This is an optimization exercise on Yosys and OpenROAD, whose aim is small area, a short achievable clock period and few clock cycles, not a production implementation.
Where RTL was checked, it was by simulation tests only, not by an equivalence proof against the original.
No driver is modelled on the clock port, so clock power and skew are understated where the tree is cut down; a real chip needs a root buffer or a tree.
Power is estimated from default activity; no workload was simulated.

02-01:
==> flow/design.v <==
module lcd_ctrl(clk, reset, datain, cmd, cmd_valid, dataout, output_valid, busy);
input           clk;
input           reset;
input   [7:0]   datain;
input   [2:0]   cmd;
input           cmd_valid;
output  reg [7:0] dataout;
output  reg     output_valid;
output  reg     busy;
reg  [7:0] p [0:35];     
reg        loading;      
reg  [1:0] wr, wc;       
reg  [3:0] pq;           
reg  [1:0] pm;
reg        qv;           
reg  [3:0] rcnt;         
reg  [3:0] rq;           
integer i;
reg [7:0] g0, g1, g2, tap;
always @* begin
  case (rq[1:0])
    2'd0: begin g0 = p[0];  g1 = p[12]; g2 = p[24]; end
    2'd1: begin g0 = p[3];  g1 = p[15]; g2 = p[27]; end
    2'd2: begin g0 = p[6];  g1 = p[18]; g2 = p[30]; end
    default: begin g0 = p[9]; g1 = p[21]; g2 = p[33]; end
  endcase
  tap = rq[3] ? g2 : rq[2] ? g1 : g0;
end
wire       m0  = (pm == 2'd0);
wire       m2  = (pm == 2'd2);
reg [3:0] qm1, qm2, qm3, qp1, qp2;
integer k;
always @* begin
  qm1 = 4'd0; qm2 = 4'd0; qm3 = 4'd0; qp1 = 4'd0; qp2 = 4'd0;
  for (k = 0; k < 12; k = k + 1)
    if (pq == k) begin
      qm1 = (k + 11) % 12; qm2 = (k + 10) % 12; qm3 = (k + 9) % 12;
      qp1 = (k + 1) % 12;  qp2 = (k + 2) % 12;
    end
end
wire [1:0] pm_dec = m0 ? 2'd2 : {1'b0, pm[1]};           
wire [3:0] pq_dec = m0 ? qm1 : pq;
wire [1:0] pm_lf  = {pm[0], ~pm[1] & ~pm[0]};          
wire [3:0] pq_lf  = m2 ? pq : qm1;
wire [3:0] pq_up  = m0 ? qm3 : qm2;
wire [3:0] pq_dn  = m0 ? qp1 : qp2;
wire acc   = cmd_valid & ~busy;
wire s_ld  = acc & (cmd == 3'd1);
wire s_rt  = acc & (cmd == 3'd2) & (wc != 2'd3);
wire s_lf  = acc & (cmd == 3'd3) & (wc != 2'd0);
wire s_up  = acc & cmd[2] & ~cmd[0] & (wr != 2'd0);
wire s_dn  = acc & cmd[2] &  cmd[0] & (wr != 2'd3);
wire s_st  = ~(s_ld | s_rt | s_lf | s_up | s_dn);
wire [3:0] npq = ({4{s_ld}} & 4'd4) | ({4{s_rt}} & pq) | ({4{s_lf}} & pq_lf) |
                 ({4{s_up}} & pq_up) | ({4{s_dn}} & pq_dn) | ({4{s_st}} & pq_dec);
wire [1:0] npm = ({2{s_ld}} & 2'd2) | ({2{s_rt}} & pm) | ({2{s_lf}} & pm_lf) |
                 ({2{s_up | s_dn | s_st}} & pm_dec);
reg [3:0] rq_inc, rcnt_inc;
always @* begin
  rq_inc = 4'd0; rcnt_inc = 4'd0;
  for (k = 0; k < 12; k = k + 1)
    if (rq == k) rq_inc = (k + 1) % 12;
  for (k = 0; k < 8; k = k + 1)
    if (rcnt == k) rcnt_inc = k + 1;
end
wire rd      = ~(rcnt[3] & rcnt[0]);
wire last    = rcnt[3] & ~rcnt[0];
wire free    = rcnt[3];
wire start   = qv & free & (pm == 2'd1) & (~loading | (pq == 4'd9));
wire ldend   = (pq == 4'd5) & m0;
reg  [3:0] nrcnt, nrq;
always @* begin
  nrcnt = rcnt; nrq = rq;
  if (reset) begin
    nrcnt = 4'd9;
  end else if (start) begin
    nrcnt = 4'd0;
    nrq = pq;
  end else if (free) begin
    nrcnt = 4'd9;
  end else begin
    nrcnt = rcnt_inc;
    if (rcnt == 4'd2 || rcnt == 4'd5)
      nrq = rq_inc;
  end
end
wire unsafe_st = (pq == 4'd8) | (pq == 4'd9) | (pq == 4'd10);
wire unsafe_rd = (((rq == 4'd8) & (rcnt == 4'd0)) |
                       ((rq == 4'd9) & (rcnt <= 4'd2)) |
                       ((rq == 4'd10) & ((rcnt == 4'd0) | (rcnt == 4'd3))));
wire unsafe = start ? unsafe_st : unsafe_rd;
wire early = qv & (pm == 2'd2) & (free | (~rcnt[3] & rcnt[2] & rcnt[1] & rcnt[0])) &
             ~loading & ~unsafe_st;
wire       nload = ~reset & (s_ld | (loading & ~ldend));
wire       nqv   = ~reset & (acc | (qv & ~start));
always @(posedge clk) begin
  for (i = 0; i < 35; i = i + 1)
    p[i] <= p[i+1];
  p[35] <= loading ? datain : p[0];
  dataout <= tap;
  loading <= nload;
  qv      <= nqv;
  busy    <= ~reset & (acc | (loading & ~ldend) | (qv & ~start & ~early) | unsafe);
  output_valid <= ~reset & rd;
  pq <= npq;
  pm <= npm;
  if (s_ld) begin
    wr <= 2'd2; wc <= 2'd2;
  end else begin
    if (s_rt) wc <= {wc[1] ^ wc[0], ~wc[0]};
    if (s_lf) wc <= {wc[1] ^ ~wc[0], ~wc[0]};
    if (s_up) wr <= {wr[1] ^ ~wr[0], ~wr[0]};
    if (s_dn) wr <= {wr[1] ^ wr[0], ~wr[0]};
  end
  rcnt <= nrcnt;
  rq   <= nrq;
end
endmodule
Settings: LEC_CHECK=0, ABC_AREA=1, ABC_CLOCK_PERIOD_IN_PS=2000, CAP_MARGIN=20, CORE_MARGIN=2, CORE_UTILIZATION=40, SETUP_SLACK_MARGIN=3.5, SLEW_MARGIN=20; clock period 5.5 ns.
standard.sh (not shown) runs the stock make flow with config.mk's settings and CLKGATE_MAP_FILE= SYNTH_SCRIPT=/design/flow/synth_recipe.tcl, a recipe that flattens the netlist after the stock synthesis.
==> flow/flow/run.sh <==
#!/bin/bash
set -euo pipefail
export CTS_ARGS="-sink_clustering_enable -repair_clock_nets -dont_use_dummy_load -buf_list sky130_fd_sc_hd__clkbuf_16 -sink_clustering_size 26 -sink_clustering_max_diameter 200 -sink_buffer_max_cap_derate 0.12"
export BUFFER_PORTS_ARGS="-buffer_cell sky130_fd_sc_hd__buf_2"
export POST_CTS_TCL="$(pwd)/flow/post_cts.tcl"
bash standard.sh > standard.log 2>&1
==> flow/flow/post_cts.tcl <==
set block [ord::get_db_block]
set clknet [[$block findBTerm clk] getNet]
set roots {}
foreach it [$clknet getITerms] { lappend roots [$it getInst] }
if {[llength $roots] == 1} {
  set root [lindex $roots 0]
  set onet [[$root findITerm X] getNet]
  set loads {}
  foreach it [$onet getITerms] {
    if {[$it getInst] != $root} { lappend loads $it }
  }
  if {[llength $loads] <= 4} {
    puts "post_cts: removing clock root buffer [$root getName], [llength $loads] loads move to the clock port"
    foreach it $loads { $it disconnect; $it connect $clknet }
    odb::dbInst_destroy $root
    odb::dbNet_destroy $onet
    estimate_parasitics -placement
    repair_timing_helper
    detailed_placement
    check_placement -verbose
  }
}
What 08-07 does differently from 02-01 at the input level:
==> flow/design.v <==
module lcd_ctrl(clk, reset, datain, cmd, cmd_valid, dataout, output_valid, busy);
input           clk;
input           reset;
input   [7:0]   datain;
input   [2:0]   cmd;
input           cmd_valid;
output  reg [7:0] dataout;
output  reg     output_valid;
output  reg     busy;
reg  [7:0] p [0:35];     
reg        loading;      
reg  [1:0] wr, wc;       
reg  [3:0] pq;           
reg  [1:0] pm;
reg        qv;           
reg        rd;           
reg  [3:0] rcnt;         
reg  [3:0] rq;           
integer i;
reg [7:0] g0, g1, g2, tap;
always @* begin
  case (rq[1:0])
    2'd0: begin g0 = p[0];  g1 = p[12]; g2 = p[24]; end
    2'd1: begin g0 = p[3];  g1 = p[15]; g2 = p[27]; end
    2'd2: begin g0 = p[6];  g1 = p[18]; g2 = p[30]; end
    default: begin g0 = p[9]; g1 = p[21]; g2 = p[33]; end
  endcase
  tap = rq[3] ? g2 : rq[2] ? g1 : g0;
end
wire       m0  = (pm == 2'd0);
wire       m2  = (pm == 2'd2);
reg [3:0] qm1, qm2, qm3, qp1, qp2;
integer k;
always @* begin
  qm1 = 4'd0; qm2 = 4'd0; qm3 = 4'd0; qp1 = 4'd0; qp2 = 4'd0;
  for (k = 0; k < 12; k = k + 1)
    if (pq == k) begin
      qm1 = (k + 11) % 12; qm2 = (k + 10) % 12; qm3 = (k + 9) % 12;
      qp1 = (k + 1) % 12;  qp2 = (k + 2) % 12;
    end
end
wire [1:0] pm_dec = m0 ? 2'd2 : {1'b0, pm[1]};           
wire [3:0] pq_dec = m0 ? qm1 : pq;
wire [1:0] pm_lf  = {pm[0], ~pm[1] & ~pm[0]};          
wire [3:0] pq_lf  = m2 ? pq : qm1;
wire [3:0] pq_up  = m0 ? qm3 : qm2;
wire [3:0] pq_dn  = m0 ? qp1 : qp2;
wire acc   = cmd_valid & ~busy;
wire s_ld  = acc & (cmd == 3'd1);
wire s_rt  = acc & (cmd == 3'd2) & (wc != 2'd3);
wire s_lf  = acc & (cmd == 3'd3) & (wc != 2'd0);
wire s_up  = acc & cmd[2] & ~cmd[0] & (wr != 2'd0);
wire s_dn  = acc & cmd[2] &  cmd[0] & (wr != 2'd3);
wire s_st  = ~(s_ld | s_rt | s_lf | s_up | s_dn);
wire [3:0] npq = ({4{s_ld}} & 4'd4) | ({4{s_rt}} & pq) | ({4{s_lf}} & pq_lf) |
                 ({4{s_up}} & pq_up) | ({4{s_dn}} & pq_dn) | ({4{s_st}} & pq_dec);
wire [1:0] npm = ({2{s_ld}} & 2'd2) | ({2{s_rt}} & pm) | ({2{s_lf}} & pm_lf) |
                 ({2{s_up | s_dn | s_st}} & pm_dec);
reg [3:0] rq_inc, rcnt_inc;
always @* begin
  rq_inc = 4'd0; rcnt_inc = 4'd0;
  for (k = 0; k < 12; k = k + 1)
    if (rq == k) rq_inc = (k + 1) % 12;
  for (k = 0; k < 8; k = k + 1)
    if (rcnt == k) rcnt_inc = k + 1;
end
wire last    = rcnt[3];
wire free    = last;
wire start   = qv & free & (pm == 2'd1) & (~loading | (pq == 4'd9));
wire ldend   = (pq == 4'd5) & m0;
reg        nrd;
reg  [3:0] nrcnt, nrq;
always @* begin
  nrd = rd; nrcnt = rcnt; nrq = rq;
  if (reset) begin
    nrd = 1'b0;
    nrcnt = 4'd8;
  end else if (start) begin
    nrd = 1'b1;
    nrcnt = 4'd0;
    nrq = pq;
  end else if (rd & ~last) begin
    nrcnt = rcnt_inc;
    if (rcnt == 4'd2 || rcnt == 4'd5)
      nrq = rq_inc;
  end else begin
    nrd = 1'b0;
  end
end
wire unsafe_st = (pq == 4'd8) | (pq == 4'd9) | (pq == 4'd10);
wire unsafe_rd = rd & (((rq == 4'd8) & (rcnt == 4'd0)) |
                       ((rq == 4'd9) & (rcnt <= 4'd2)) |
                       ((rq == 4'd10) & ((rcnt == 4'd0) | (rcnt == 4'd3))));
wire unsafe = start ? unsafe_st : unsafe_rd;
wire early = qv & (pm == 2'd2) & (last | (rcnt[2] & rcnt[1] & rcnt[0])) &
             ~loading & ~unsafe_st;
wire       nload = ~reset & (s_ld | (loading & ~ldend));
wire       nqv   = ~reset & (acc | (qv & ~start));
always @(posedge clk) begin
  for (i = 0; i < 35; i = i + 1)
    p[i] <= p[i+1];
  p[35] <= loading ? datain : p[0];
  dataout <= tap;
  loading <= nload;
  qv      <= nqv;
  busy    <= ~reset & (acc | (loading & ~ldend) | (qv & ~start & ~early) | unsafe);
  output_valid <= ~reset & rd;
  pq <= npq;
  pm <= npm;
  if (s_ld) begin
    wr <= 2'd2; wc <= 2'd2;
  end else begin
    if (s_rt) wc <= {wc[1] ^ wc[0], ~wc[0]};
    if (s_lf) wc <= {wc[1] ^ ~wc[0], ~wc[0]};
    if (s_up) wr <= {wr[1] ^ ~wr[0], ~wr[0]};
    if (s_dn) wr <= {wr[1] ^ wr[0], ~wr[0]};
  end
  rd   <= nrd;
  rcnt <= nrcnt;
  rq   <= nrq;
end
endmodule
Findings:
Diff 02-01 -> 08-07: number of cells on the critical path did not really move; clock network fraction of total power ~0 delta; hold slack was more or less identical.
Of 02-01 and 08-07, the higher met2 track utilization from global routing belongs to 02-01.
Diff 02-01 -> 08-07 | detailed-routing wirelength on met1 | increase of 1.5%
Compared with 02-01, 08-07 shows a standard-cell row count that is 1.9% higher.
As of 08-07, die area had risen slightly compared to 02-01.
When 08-07 is measured against 02-01, its count of buffers not belonging to the clock network in the layout turns out about 35% higher.
Compared with 02-01, in 08-07 overall routed net length fell 1.5%, cell area now larger, die extent in y now larger.
08-07 vs 02-01 — number of global-route vias before repair dropped 2.3%.
Of 02-01 and 08-07, the higher worst setup timing slack at the placement stage belongs to 08-07.
Count of vias placed by the detailed router on 08-07 is behind 02-01.
Testbench counts of 08-07, summed over its fixed seeds: cycles 12,034.
The RTL of 02-01 was laid out without a check of its function.

## separate check: timing with driven ports
No port has a modelled driver above. Below, the same layouts with a new extraction and two added sets of constraints.
Step 1 assumes that a clkbuf_16 drives the clock port and a buf_2 every other input.
Step 2 also shifts input and output timing later by t, the mid clock arrival at the registers, as if the neighbouring blocks saw the same clock.
Slacks: ideal ports / drivers / drivers and shift; pairs: ideal ports / drivers.
run	t, ns	setup slack, ns	worst slew at a driven data input, ns
02-01	0.390	3.581 / 3.523 / 3.279	0.03
08-07	0.395	3.588 / 3.530 / 3.322	0.03
After both steps setup and hold are still met in every run listed. For 02-01, which loses most, drivers alone change the setup slack by -0.058 ns; drivers and shift together by -0.302 ns.
